This design comes from an exercise in tuning for small area and a short achievable clock period on the open sky130 flow, not from production work.
Only simulation tests tie the RTL to the original design; equivalence was not proved.
Power is estimated from default activity; no workload was simulated.

Design pe_blk64, start of the top module:
module pe_blk64 (
	input  wire        clk,
	input  wire        reset,
	input  wire [31:0] cfg_m0_scale,
	input  wire [7:0]  cfg_index,
	input  wire [15:0] cfg_z_of_weight,
	input  wire [7:0]  cfg_z3,
	input  wire        valid_din,
	input  wire        final_din,
	input  wire [63:0] act_din,
	input  wire [63:0] ker_din_0, ker_din_1, ker_din_2, ker_din_3,
	input  wire [63:0] ker_din_4, ker_din_5, ker_din_6, ker_din_7,
	input  wire [31:0] bias_din_0, bias_din_1, bias_din_2, bias_din_3,
	input  wire [31:0] bias_din_4, bias_din_5, bias_din_6, bias_din_7,
	output wire [63:0] pass_ker_dout_0, pass_ker_dout_1, pass_ker_dout_2, pass_ker_dout_3,
	output wire [63:0] pass_ker_dout_4, pass_ker_dout_5, pass_ker_dout_6, pass_ker_dout_7,
	output wire signed [31:0] pass_bias_dout_0, pass_bias_dout_1, pass_bias_dout_2, pass_bias_dout_3,
	output wire signed [31:0] pass_bias_dout_4, pass_bias_dout_5, pass_bias_dout_6, pass_bias_dout_7,
	output wire [7:0]  q_result_dout,
	output wire        valid_dout
);
export LEC_CHECK = 0
export CAP_MARGIN = 20
export CORE_MARGIN = 2
export CORE_UTILIZATION = 62
export PLACE_DENSITY = 0.74
export SLEW_MARGIN = 20
export SYNTH_HIERARCHICAL = 1
export SYNTH_MINIMUM_KEEP_SIZE = 0
create_clock -name core_clock -period 10.0 [get_ports {clk}]
standard.sh (not shown) runs the stock make flow with config.mk's settings and CLKGATE_MAP_FILE= SYNTH_SCRIPT=/design/flow/synth_recipe.tcl, a recipe that flattens the netlist after the stock synthesis.
==> flow/flow/run.sh <==
#!/bin/bash
set -euo pipefail
bash standard.sh SETUP_SLACK_MARGIN=6.0 "BUFFER_PORTS_ARGS=-buffer_cell sky130_fd_sc_hd__buf_1" CTS_CLUSTER_SIZE=25 CTS_CLUSTER_DIAMETER=60 finish > orfs_make.log 2>&1
Edit:
==> flow/flow/run.sh (replaced) <==
#!/bin/bash
set -euo pipefail
bash standard.sh SETUP_SLACK_MARGIN=6.0 "BUFFER_PORTS_ARGS=-buffer_cell sky130_fd_sc_hd__buf_2" CTS_CLUSTER_SIZE=25 CTS_CLUSTER_DIAMETER=60 finish > orfs_make.log 2>&1
Settings changed: CORE_UTILIZATION 62 to 50, PLACE_DENSITY 0.74 to 0.62.
Flip-flop and latch count does not change.
Worst setup slack is better by 0.070 ns.
Power is about the same.
Register-to-register slack gains 0.03 ns.
Non-clock buffer count decreases by 21.
Maximum frequency climbs by 1.7%.
Edit:
==> flow/flow/run.sh (replaced) <==
#!/bin/bash
set -euo pipefail
bash standard.sh SETUP_SLACK_MARGIN=6.0 "BUFFER_PORTS_ARGS=-buffer_cell sky130_fd_sc_hd__buf_1" CTS_CLUSTER_SIZE=25 CTS_CLUSTER_DIAMETER=60 finish > orfs_make.log 2>&1
Result: The changed run went through all stages and came out clean; die area is unchanged; combinational power hardly moves; synthesized cell count is unchanged; non-clock buffer count fell by 31; clock skew falls by 0.0064 ns; cell count barely changes; count of clock-buffer cells in the layout went up by 6; hold slack gets better by 0.015 ns; power is about the same.
Edit:
Settings changed: CORE_UTILIZATION 50 to 56, PLACE_DENSITY 0.62 to 0.68.
Effect: Non-clock buffer count climbs by 18. Via count came out higher by about 0.56%. Sequential share of layout area stays flat. Die area fell by 11%.
Edit:
==> flow/flow/run.sh (replaced) <==
#!/bin/bash
set -euo pipefail
bash standard.sh SETUP_SLACK_MARGIN=6.3 "BUFFER_PORTS_ARGS=-buffer_cell sky130_fd_sc_hd__buf_2" CTS_CLUSTER_SIZE=25 CTS_CLUSTER_DIAMETER=60 finish > orfs_make.log 2>&1
Settings changed: CORE_UTILIZATION 56 to 50, PLACE_DENSITY 0.68 to 0.62.
The changed run produced a clean layout.
Die area grows by about 12%.
Synthesized area stays the same.
Clock power grows by about 3%.
Sequential power hardly moves.
Clock-buffer cell count grows by 28.
Final cell count grows by 3.7%.
Final area grows by about 3.6%.
Synthesized cell count does not change.
Via count grows by 0.71%.
Register-to-register slack improves by 0.06 ns.
Edit:
==> flow/flow/run.sh (replaced) <==
#!/bin/bash
set -euo pipefail
bash standard.sh SETUP_SLACK_MARGIN=6.15 "BUFFER_PORTS_ARGS=-buffer_cell sky130_fd_sc_hd__buf_1" CTS_CLUSTER_SIZE=25 CTS_CLUSTER_DIAMETER=60 finish > orfs_make.log 2>&1
Settings changed: CORE_UTILIZATION 50 to 58, PLACE_DENSITY 0.62 to 0.7.
Flip-flop and latch count stays the same; clock-buffer cell count goes down by 24; power goes down by 2.8%.

---

pepper:
pe_blk64, a different RTL version from the one above (not shown whole).
For scale: about 19000 cells after synthesis, ~1700 I/O pins.
## pe_blk64
module pe_blk64 (
	input  wire        clk,
	input  wire        reset,
	input  wire [31:0] cfg_m0_scale,
	input  wire [7:0]  cfg_index,
	input  wire [15:0] cfg_z_of_weight,
	input  wire [7:0]  cfg_z3,
	input  wire        valid_din,
	input  wire        final_din,
	input  wire [63:0] act_din,
	input  wire [63:0] ker_din_0, ker_din_1, ker_din_2, ker_din_3,
	input  wire [63:0] ker_din_4, ker_din_5, ker_din_6, ker_din_7,
	input  wire [31:0] bias_din_0, bias_din_1, bias_din_2, bias_din_3,
	input  wire [31:0] bias_din_4, bias_din_5, bias_din_6, bias_din_7,
	output wire [63:0] pass_ker_dout_0, pass_ker_dout_1, pass_ker_dout_2, pass_ker_dout_3,
	output wire [63:0] pass_ker_dout_4, pass_ker_dout_5, pass_ker_dout_6, pass_ker_dout_7,
	output wire signed [31:0] pass_bias_dout_0, pass_bias_dout_1, pass_bias_dout_2, pass_bias_dout_3,
	output wire signed [31:0] pass_bias_dout_4, pass_bias_dout_5, pass_bias_dout_6, pass_bias_dout_7,
	output wire [7:0]  q_result_dout,
	output wire        valid_dout
);
  ...
==> flow/config.mk <==
export PLATFORM = sky130hd
export DESIGN_NAME = pe_blk64
export DESIGN_NICKNAME = pe_blk64
export VERILOG_FILES = /design/flow/design.v
export SDC_FILE = /design/flow/constraint.sdc
export NUM_CORES = 4
export LEC_CHECK = 0
export CAP_MARGIN = 20
export CORE_MARGIN = 2
export CORE_UTILIZATION = 50
export PLACE_DENSITY = 0.62
export SLEW_MARGIN = 20
export SYNTH_HIERARCHICAL = 1
export SYNTH_MINIMUM_KEEP_SIZE = 0
==> flow/constraint.sdc <==
create_clock -name core_clock -period 10.0 [get_ports {clk}]
set_input_delay 2.0000 -clock core_clock [delete_from_list [all_inputs] [get_ports {clk}]]
set_output_delay 2.0000 -clock core_clock [all_outputs]
set_load 0.01 [all_outputs]
==> flow/flow/run.sh <==
#!/bin/bash
set -euo pipefail
bash standard.sh SETUP_SLACK_MARGIN=6.0 finish > orfs_make.log 2>&1
pepper finished end to end and its layout was clean on timing, DRC and antenna.
Setup changes, pepper to willow
# pepper
export LEC_CHECK = 0
export CAP_MARGIN = 20
export CORE_MARGIN = 2
export CORE_UTILIZATION = 50
export PLACE_DENSITY = 0.62
export SLEW_MARGIN = 20
export SYNTH_HIERARCHICAL = 1
export SYNTH_MINIMUM_KEEP_SIZE = 0
create_clock -name core_clock -period 10.0 [get_ports {clk}]
# willow
export LEC_CHECK = 0
export CAP_MARGIN = 20
export CORE_MARGIN = 2
export CORE_UTILIZATION = 50
export PLACE_DENSITY = 0.62
export SETUP_SLACK_MARGIN = 5
export SLEW_MARGIN = 20
export SYNTH_HIERARCHICAL = 1
export SYNTH_MINIMUM_KEEP_SIZE = 0
create_clock -name core_clock -period 10.0 [get_ports {clk}]
==> flow/run.sh (new file) <==
#!/bin/bash
# synth_recipe.tcl (not shown) runs the flow's synth.tcl, then flattens the netlist and writes it again
# the make line also repeats each setting of config.mk as NAME=value (left out here)
make -C /OpenROAD-flow-scripts/flow DESIGN_CONFIG=/design/flow/config.mk WORK_HOME=/design/flow/orfs CLKGATE_MAP_FILE= SYNTH_SCRIPT=/design/flow/synth_recipe.tcl finish
removed: flow/flow/run.sh
removed: flow/standard.sh
## What came out
- Compared with pepper, willow supports a lower clock frequency.
- Power consumption shrinks by a few percent when moving from pepper to willow.
- Taking pepper as the reference, in willow fraction of met3 tracks used by global routing picked up an extra 0.16 points; worst setup slack now sits lower.
### willow -> sierra
# willow
export LEC_CHECK = 0
export CAP_MARGIN = 20
export CORE_MARGIN = 2
export CORE_UTILIZATION = 50
export PLACE_DENSITY = 0.62
export SETUP_SLACK_MARGIN = 5
export SLEW_MARGIN = 20
export SYNTH_HIERARCHICAL = 1
export SYNTH_MINIMUM_KEEP_SIZE = 0
create_clock -name core_clock -period 10.0 [get_ports {clk}]
# sierra
export LEC_CHECK = 0
export CAP_MARGIN = 20
export CORE_MARGIN = 2
export CORE_UTILIZATION = 50
export PLACE_DENSITY = 0.62
export SLEW_MARGIN = 20
export SYNTH_HIERARCHICAL = 1
export SYNTH_MINIMUM_KEEP_SIZE = 0
create_clock -name core_clock -period 10.0 [get_ports {clk}]
==> flow/flow/run.sh (new file) <==
#!/bin/bash
set -euo pipefail
bash standard.sh SETUP_SLACK_MARGIN=6.5 "BUFFER_PORTS_ARGS=-buffer_cell sky130_fd_sc_hd__buf_2" CTS_CLUSTER_SIZE=30 CTS_CLUSTER_DIAMETER=65 finish > orfs_make.log 2>&1
==> flow/standard.sh (new file) <==
#!/bin/bash
# synth_recipe.tcl (not shown) runs the flow's synth.tcl, then flattens the netlist and writes it again
# the make line also repeats each setting of config.mk as NAME=value (left out here)
make -C /OpenROAD-flow-scripts/flow DESIGN_CONFIG=/design/flow/config.mk WORK_HOME=/design/flow/orfs CLKGATE_MAP_FILE= SYNTH_SCRIPT=/design/flow/synth_recipe.tcl "${@:-finish}"
removed: flow/run.sh
==> results.txt <==
sierra vs willow — finished layout cell area climbed by more than 10%. Delta (sierra minus willow): worst hold path cell count essentially unchanged; area after synthesis essentially unchanged; switching power share of the total increased 0.40 points; fraction of power consumed by the clock network decreased 2.0 points; core utilization increased 6.7 points. Re vertical extent of the die: no difference whatsoever between willow and sierra. sierra improves on willow in achievable frequency. The higher non-clock buffer count of sierra and willow is in sierra.

## separate check: timing with driven ports
How much do the figures lean on ideal ports? The routed layouts below were timed once more, with nothing changed but the port constraints. Step 1 (the two cells are an assumption about what drives the block):
set clk [get_ports {clk}]
set_driving_cell -lib_cell sky130_fd_sc_hd__clkbuf_16 $clk
set_driving_cell -lib_cell sky130_fd_sc_hd__buf_2 [delete_from_list [all_inputs] $clk]
Step 2 times the ports against the registers' clock, not the clock port: input delays grow and output delays shrink by t, the midpoint of the rising clock arrivals with the driver on. Slacks: no drivers / after step 1 / after step 2; pairs: no drivers / after step 1.
run	t, ns	setup WS [ns]	worst setup path at the end	pins driven straight from the clock port
the first run of note 1	1.079	5.896 / 5.768 / 5.942	register to register	1
the second run of note 1	1.110	5.966 / 5.840 / 5.966	register to register	1
the third run of note 1	1.120	5.936 / 5.801 / 5.953	register to register	1
the fourth run of note 1	1.105	5.984 / 5.852 / 5.996	register to register	1
the fifth run of note 1	1.110	6.059 / 6.059 / 6.059	register to register	1
the sixth run of note 1	1.129	6.074 / 5.988 / 6.074	register to register	1
pepper	1.112	5.786 / 5.786 / 5.786	register to register	1
willow	1.106	5.103 / 4.970 / 5.122	register to register	1
sierra	1.116	5.732 / 5.732 / 5.732	register to register	1
After both steps setup and hold are still met in every run listed.
